Background: an optimization exercise with open tools, aiming at small area. Do not read the settings as production practice. The RTL was checked by simulation tests, not by an equivalence proof against the original design. No activity file was given, so power comes from the tool's default toggle rates.

**design/flow/run.sh**
```bash
#!/bin/bash
# synth_recipe.tcl (not shown) runs the flow's synth.tcl, then flattens the netlist and writes it again
# the make line also repeats each setting of config.mk as NAME=value (left out here)
make -C /OpenROAD-flow-scripts/flow DESIGN_CONFIG=/design/flow/config.mk WORK_HOME=/design/flow/orfs CLKGATE_MAP_FILE= SYNTH_SCRIPT=/design/flow/synth_recipe.tcl finish
```
**design/flow/config.mk**
```make
export PLATFORM = sky130hd
export DESIGN_NAME = battle_ship
export DESIGN_NICKNAME = battle_ship
export VERILOG_FILES = /design/flow/design.v
export SDC_FILE = /design/flow/constraint.sdc
export NUM_CORES = 4
export LEC_CHECK = 0
export CAP_MARGIN = 20
export CORE_MARGIN = 2
export CORE_UTILIZATION = 40
export SLEW_MARGIN = 20
```
**design/flow/constraint.sdc**
```tcl
create_clock -name core_clock -period 10.0 [get_ports {clk}]
set_input_delay 2.0000 -clock core_clock [delete_from_list [all_inputs] [get_ports {clk}]]
set_output_delay 2.0000 -clock core_clock [all_outputs]
set_load 0.01 [all_outputs]
```
**design/flow/design.v**
```verilog
`timescale 1ns / 1ps
module battle_ship(
    input wire clk,
    input wire clr,
    input wire btnU,
    input wire btnD,
    input wire btnR,
    input wire btnL,
    input wire sel,
    input sw,
    output wire [2:0] red,
    output wire [2:0] green,
    output wire [1:0] blue,
    output wire [3:0] an,
    output wire [7:0] seg,
    output wire hsync,
    output wire vsync
);
    reg [4:0] q1, q2;
    always @(posedge clk) begin
        if (clr) begin
            q1 <= 5'd0;
            q2 <= 5'd0;
        end else begin
            q1 <= {sel, btnD, btnU, btnL, btnR};
            q2 <= q1;
        end
    end
    wire [4:0] pl = q1 & ~q2;
    wire pR = pl[0], pL = pl[1], pU = pl[2], pD = pl[3], pS = pl[4];
    reg [1:0] a;
    reg [2:0] j;
    always @(posedge clk) begin
        if (clr) begin
            a <= 2'd0;
            j <= 3'd1;
        end else begin
            case (j)
                3'd1: if (pR) a <= a - 2'd1;
                      else if (pL) j <= 3'd4;
                      else if (pU) j <= 3'd0;
                3'd0: if (pR) a <= a - 2'd1;
                      else if (pL) j <= 3'd3;
                      else if (pD) j <= 3'd1;
                3'd4: if (pR) j <= 3'd1;
                      else if (pL) j <= 3'd6;
                      else if (pU) j <= 3'd3;
                3'd3: if (pR) j <= 3'd0;
                      else if (pL) j <= 3'd5;
                      else if (pD) j <= 3'd4;
                      else if (pU) j <= 3'd2;
                3'd2: if (pR) j <= 3'd0;
                      else if (pL) j <= 3'd5;
                      else if (pD) j <= 3'd3;
                3'd6: if (pL) a <= a + 2'd1;
                      else if (pR) j <= 3'd4;
                      else if (pU) j <= 3'd5;
                default: if (pL) a <= a + 2'd1;
                      else if (pR) j <= 3'd3;
                      else if (pD) j <= 3'd6;
            endcase
        end
    end
    assign an = ~(4'd1 << a);
    assign seg = {1'b1, j != 3'd5, j != 3'd6, j != 3'd2, j != 3'd3,
                  j != 3'd4, j != 3'd0, j != 3'd1};
    wire [6:0] jh = 7'd1 << j;
    wire [3:0] ah = 4'd1 << a;
    wire [27:0] koh = {{7{ah[3]}} & jh, {7{ah[2]}} & jh, {7{ah[1]}} & jh, {7{ah[0]}} & jh};
    reg [2:0] scount;
    wire phase = scount[2];
    reg [27:0] pships;
    wire en_s = pS & ~phase;
    wire [27:0] add = koh & {28{en_s}};
    wire [28:0] cy;
    assign cy[0] = 1'b0;
    genvar gi;
    generate for (gi = 0; gi < 28; gi = gi + 1) begin : g_add
        wire t = add[gi] | cy[gi];
        assign cy[gi+1] = pships[gi] & t;
    end endgenerate
    wire [27:0] tt = add | cy[27:0];
    always @(posedge clk) begin
        if (clr) begin
            scount <= 3'd0;
            pships <= 28'd0;
        end else begin
            if (en_s) scount <= scount + 3'd1;
            pships <= pships ^ tt;
        end
    end
    wire en_p = pS & ~sw & phase;
    wire en_c = pS & sw & phase;
    reg [27:0] pguess;
    reg plast;       
    wire khit = (a == 2'd0 && j == 3'd4) || (a == 2'd2 && j == 3'd2) ||
                (a == 2'd2 && j == 3'd6) || (a == 2'd3 && j == 3'd6);
    always @(posedge clk) begin
        if (clr) begin
            pguess <= 28'd0;
            plast <= 1'b0;
        end else if (en_p) begin
            pguess <= pguess | koh;
            plast <= khit;
        end
    end
    reg [4:0] cnt;
    always @(posedge clk) begin
        if (clr)
            cnt <= 5'd0;
        else if (en_c && cnt < 5'd28)
            cnt <= cnt + 5'd1;
    end
    function [4:0] cseg(input [4:0] n);
        case (n)
            5'd0: cseg = 5;   5'd1: cseg = 6;   5'd2: cseg = 16;  5'd3: cseg = 22;
            5'd4: cseg = 2;   5'd5: cseg = 7;   5'd6: cseg = 10;  5'd7: cseg = 9;
            5'd8: cseg = 25;  5'd9: cseg = 19;  5'd10: cseg = 26; 5'd11: cseg = 14;
            5'd12: cseg = 4;  5'd13: cseg = 11; 5'd14: cseg = 8;  5'd15: cseg = 3;
            5'd16: cseg = 18; 5'd17: cseg = 0;  5'd18: cseg = 13; 5'd19: cseg = 12;
            5'd20: cseg = 23; 5'd21: cseg = 20; 5'd22: cseg = 21; 5'd23: cseg = 24;
            5'd24: cseg = 27; 5'd25: cseg = 1;  5'd26: cseg = 15; default: cseg = 17;
        endcase
    endfunction
    reg chit;
    integer ci;
    always @* begin
        chit = 1'b0;
        for (ci = 1; ci <= 28; ci = ci + 1)
            if (cnt == ci) chit = pships[cseg(ci - 1)];
    end
    reg [27:0] cguess;
    integer gk;
    always @* begin
        for (gk = 0; gk < 28; gk = gk + 1) cguess[gk] = 1'b0;
        for (gk = 0; gk < 28; gk = gk + 1)
            if (cnt > gk) cguess[cseg(gk)] = 1'b1;
    end
    reg [2:0] ccor, pcor;
    always @(posedge clk) begin
        if (clr) begin
            ccor <= 3'd0;
            pcor <= 3'd0;
        end else if (en_c) begin
            ccor <= ccor + {2'd0, chit};
        end else if (en_p) begin
            pcor <= pcor + {2'd0, plast};
        end
    end
    wire finish = ccor[2] | pcor[2];
    reg [9:0] hc, vc;
    always @(posedge clk) begin
        if (clr) begin
            hc <= 10'd0;
            vc <= 10'd0;
        end else if (hc < 10'd799)
            hc <= hc + 10'd1;
        else begin
            hc <= 10'd0;
            if (vc < 10'd520) vc <= vc + 10'd1;
            else vc <= 10'd0;
        end
    end
    assign hsync = hc >= 10'd96;
    assign vsync = vc >= 10'd2;
    reg [1:0] d;
    reg xlv, xh, xrv;
    integer xd;
    always @* begin
        d = 2'd0; xlv = 1'b0; xh = 1'b0; xrv = 1'b0;
        for (xd = 0; xd < 4; xd = xd + 1) begin
            if (hc >= 630 - 154*xd && hc < 650 - 154*xd) begin d = xd; xlv = 1'b1; end
            if (hc >= 660 - 154*xd && hc < 730 - 154*xd) begin d = xd; xh = 1'b1; end
            if (hc >= 740 - 154*xd && hc < 760 - 154*xd) begin d = xd; xrv = 1'b1; end
        end
    end
    wire cm = vc >= 91 && vc < 241;
    wire pm = vc >= 301 && vc < 451;
    wire [9:0] y = cm ? vc - 10'd91 : vc - 10'd301;
    wire yuv = y < 70;
    wire ylv = y >= 80;
    wire yth = y < 20;
    wire ymh = y >= 70 && y < 90;
    wire ybh = y >= 130;
    reg [2:0] sj;
    reg inseg;
    always @* begin
        sj = 3'd0; inseg = 1'b0;
        if (xlv && yuv) begin sj = 3'd5; inseg = 1'b1; end
        if (xlv && ylv) begin sj = 3'd6; inseg = 1'b1; end
        if (xh && yth) begin sj = 3'd2; inseg = 1'b1; end
        if (xh && ymh) begin sj = 3'd3; inseg = 1'b1; end
        if (xh && ybh) begin sj = 3'd4; inseg = 1'b1; end
        if (xrv && yuv) begin sj = 3'd0; inseg = 1'b1; end
        if (xrv && ylv) begin sj = 3'd1; inseg = 1'b1; end
        if (!(cm || pm)) inseg = 1'b0;
    end
    wire [6:0] pg_d = d == 2'd0 ? pguess[6:0] : d == 2'd1 ? pguess[13:7] :
                      d == 2'd2 ? pguess[20:14] : pguess[27:21];
    wire [6:0] ps_d = d == 2'd0 ? pships[6:0] : d == 2'd1 ? pships[13:7] :
                      d == 2'd2 ? pships[20:14] : pships[27:21];
    wire [6:0] cg_d = d == 2'd0 ? cguess[6:0] : d == 2'd1 ? cguess[13:7] :
                      d == 2'd2 ? cguess[20:14] : cguess[27:21];
    wire gbit = pg_d[sj];
    wire sbit = ps_d[sj];
    wire cbit = cg_d[sj];
    wire anyhit = pguess[4] | pguess[16] | pguess[20] | pguess[27];
    wire cship = (d == 2'd0 && sj == 3'd4) || (d == 2'd2 && sj == 3'd2) ||
                 (d == 2'd2 && sj == 3'd6) || (d == 2'd3 && sj == 3'd6) ||
                 (d == 2'd1 && sj == 3'd0 && anyhit);
    reg [2:0] col;
    always @(posedge clk) begin
        if (clr || !inseg)
            col <= 3'b000;
        else if (cm) begin
            if (gbit && !finish) col <= cship ? 3'b100 : 3'b001;
            else col <= 3'b010;
        end else begin
            if (finish) col <= 3'b010;
            else if (sbit) col <= cbit ? 3'b100 : 3'b111;
            else col <= cbit ? 3'b001 : 3'b010;
        end
    end
    assign red = {col[2] | col[1], col[2], col[2] | col[1]};
    assign green = {col[1], col[2] & col[1], col[1]};
    assign blue = {col[1] | col[0], col[0]};
endmodule
```
==> impl_metrics.tcl <==
set metrics [dict create \
    drtAntennaViolNets 0 \
    yosys_most_used_dff "dfxtp_1" \
    drt_iter0_markers 611 \
    path_max_fanout 5 \
    drv_cap 0 \
    portBuffers 28 \
    cts_buffer_depth 2 \
    met2_usage 0.3265 \
    rows 50 \
    period_minus_slack_ps 9557 \
    yosys.cell_types.count 80 \
    clk_pin_slew_ps 80 \
    finalNetCount 1011 \
    hp-class "flip-flop to flip-flop" \
    cts_tree "yes" \
    drc 0 \
    worstMarginPinSlew_ps 1016 \
    routed_via_density 5.849 \
    fillers 1917 \
    clk_root_buffer_cell "clkbuf_16" \
    dp_hpwl_um 14160 \
    syn_area_per_cell_um2 7.707 \
    multi_input_area_mm2 0.005010 \
    cts_made_buffers 9 \
    num_vias 7019 \
    finalHoldViolCount 0 \
    path_class "flip-flop to flip-flop" \
    ctsHoldBuffers 0 \
    wl_um 20440 \
    die_x_um 141.7 \
    slew_violations 0 \
    antenna_cells 0 \
    worstPathRequired_ps 10220 \
    endpoint_kind "flip-flop" \
    utilization 0.4443 \
    outcome "complete, no violations" \
    grt_usage 0.2063 \
    crit_top_cell "a21o_1" \
    final_common_cell "nor2_1" \
    min_period_over_period 0.9557 \
    cp_slowest_cell "dfxtp_2" \
    die_y_um 141.7 \
    synth_cells 984 \
    slew_headroom 0.3199 \
    yosysWarnings 1 \
    final_cell_mix "nor2_1, dfxtp_1, a21oi_1" \
    synth_nets 1033 \
    final_area_mm2 0.008283 \
    fin_skew_ps 12.98 \
    ys_async_sr_fraction 0 \
    grtUsageMet3 0.04084 \
    coreArea_mm2 0.01864 \
    power_density_mw_per_mm2 123.3 \
    drive_gt1_frac 0.07557 \
    drtPass1Iterations 5 \
    grt_busiest_layer "met2" \
    worstSetupStartpointType "flip-flop" \
    leakage_nw 3.521 \
    grtUsageMet1 0.2839 \
    wire_per_inst_um 17.03 \
    total_power_mw 1.021 \
    insertion_delay_ps 370 \
    crit_arrival_ps 9780 \
    synth_edf_count 0 \
    synth-seq-cells 109 \
    slowest_delay_ps 320 \
    fin_cells 1200 \
    grt_overflow 0 \
    place_area_mm2 0.007928 \
    ios 30 \
    grt_pass1_vias 6468 \
    start_util 0.4068 \
    antenna_found_initial 0 \
    grt_max_degree 92 \
    vdd.ir_drop.worst_mv 0.09594 \
    die_area_mm2 0.02008 \
    placedCellCount 1184 \
    grt_pass1_wl_um 33510 \
    areaGrowthSynthToFinish_pct 9.223 \
    netlist_area_mm2 0.007584 \
    routabilityCongestion 0.8905 \
    htree_levels 3 \
    setup_viol 0 \
    regArea_mm2 0.002192 \
    cts.sink_count 109 \
    ys_seq_area_frac 0.2877 \
    max_freq_mhz 104.6 \
]
cell families after synthesis:
family          after synthesis  share of synthesized area
fa+ha+maj                    41                    0.06765
other cells                   1                  0.0004945
flops                       109                     0.2877
mux                          28                    0.03894
buf+inv                     103                    0.05692
compound gates              275                     0.2521
xor+xnor                     28                    0.03234
simple gates                399                     0.2638
power by group:
part | switching (mW) | internal [mW]
combinational | 0.105 | 0.0764
clock | 0.181 | 0.198
sequential | 0.0132 | 0.447
total | 0.300 | 0.722
synth_stat cells, types with 9 or more instances:
cell | count | share of area
dfxtp_1 | 109 | 0.29
a21oi_1 | 73 | 0.048
buf_2 | 9 | 0.0059
nand3_1 | 36 | 0.024
nor2_1 | 123 | 0.061
a31oi_1 | 13 | 0.011
a221oi_1 | 9 | 0.010
o21ai_0 | 42 | 0.028
a211oi_1 | 11 | 0.011
a21o_1 | 32 | 0.032
mux2i_1 | 25 | 0.033
clkbuf_1 | 53 | 0.026
xor2_1 | 13 | 0.015
ha_1 | 41 | 0.068
inv_1 | 29 | 0.014
nor3_1 | 23 | 0.015
nand2b_1 | 16 | 0.013
nor2b_1 | 49 | 0.040
and2_1 | 14 | 0.012
xnor2_1 | 15 | 0.017
or2_2 | 11 | 0.0091
nand2_1 | 71 | 0.035
repair_timing:
item                       CTS  global route
resized for setup            0            17
setup endpoints to repair    0             2
setup buffers                0             1
metal layers:
| layer | vias to the layer above | wire length [µm] |
|---|---|---|
| met5 | - | 0 |
| met4 | 0 | 423 |
| met3 | 32 | 1092 |
| met2 | 239 | 9237 |
| met1 | 3263 | 9683 |
| li1 | 3485 | - |
layout make-up:
class | instances | area share
sequential | 109 | 0.2647
timing repair buffer | 41 | 0.04502
inverter | 29 | 0.01314
clock buffer | 9 | 0.02719
multi-input combinational | 772 | 0.6048
tap | 234 | 0.03535
clock inverter | 6 | 0.009819
stage by stage:
stage / hold WS [ps] / setup TNS, ps / setup slack [ps]
after floorplan: 428.6 / 0 / 197.1
after global placement: 441.5 / 0 / 435.5
after detailed placement: 452.2 / 0 / 242.0
after CTS: 470.3 / 0 / 195.1
after global routing: 485.4 / -11.80 / -11.80
final: 468.7 / 0 / 442.7
flip-flops by register name (all words and copies together) (netlist names):
register	cells
hc	10
ccor	3
j	3
cnt	5
q2	5
scount	3
q1	5
pships	28
col	3
a	2
pcor	3
plast	1
pguess	28
vc	10
worst max-delay path, delay by kind of cell (launching register included):
kind,cells,cell delay (ps)
flip-flops,1,320
XOR/XNOR,1,150
adder cells (fa/ha/maj),27,4560
AO/OA/AOI/OAI,27,4040
AND/OR/NAND/NOR,4,330
path summary, 6_finish.rpt:
path | end | slack, ps | depth (start not counted) | startpoint
setup reg to reg | pships[27] | 440 | 59 | q1[4]
setup / recovery | pships[27] | 440 | 59 | q1[4]
hold / removal | pguess[6] | 470 | 2 | pguess[6]
hold reg to reg | pguess[6] | 470 | 2 | pguess[6]

## port drivers added, routing unchanged
The results above use ideal ports. As a check the final layout listed here was re-extracted and re-timed, cells and wires unchanged. Step 1 (the two cells are an assumption about what drives the block):
set clk [get_ports {clk}]
set_driving_cell -lib_cell sky130_fd_sc_hd__clkbuf_16 $clk
set_driving_cell -lib_cell sky130_fd_sc_hd__buf_2 [delete_from_list [all_inputs] $clk]
Step 2 adds t to the input delays and takes it off the output delays; t is the mean of the earliest and latest rising clock arrival at the registers after step 1. Input paths then give back, and output paths get back, about the clock's delay inside the block. Three values: ideal, step 1, step 2; two values: the first two.
t (ns): 0.405
slack for setup (ns): 0.443 / 0.443 / 0.443
clock arrival spread, ns: 0.013 / 0.013
worst register clock-pin slew, ns: 0.08 / 0.08
After both steps this run still meets setup and hold. For this run, drivers alone change the setup slack by 0.000 ns; drivers and shift together by 0.000 ns.
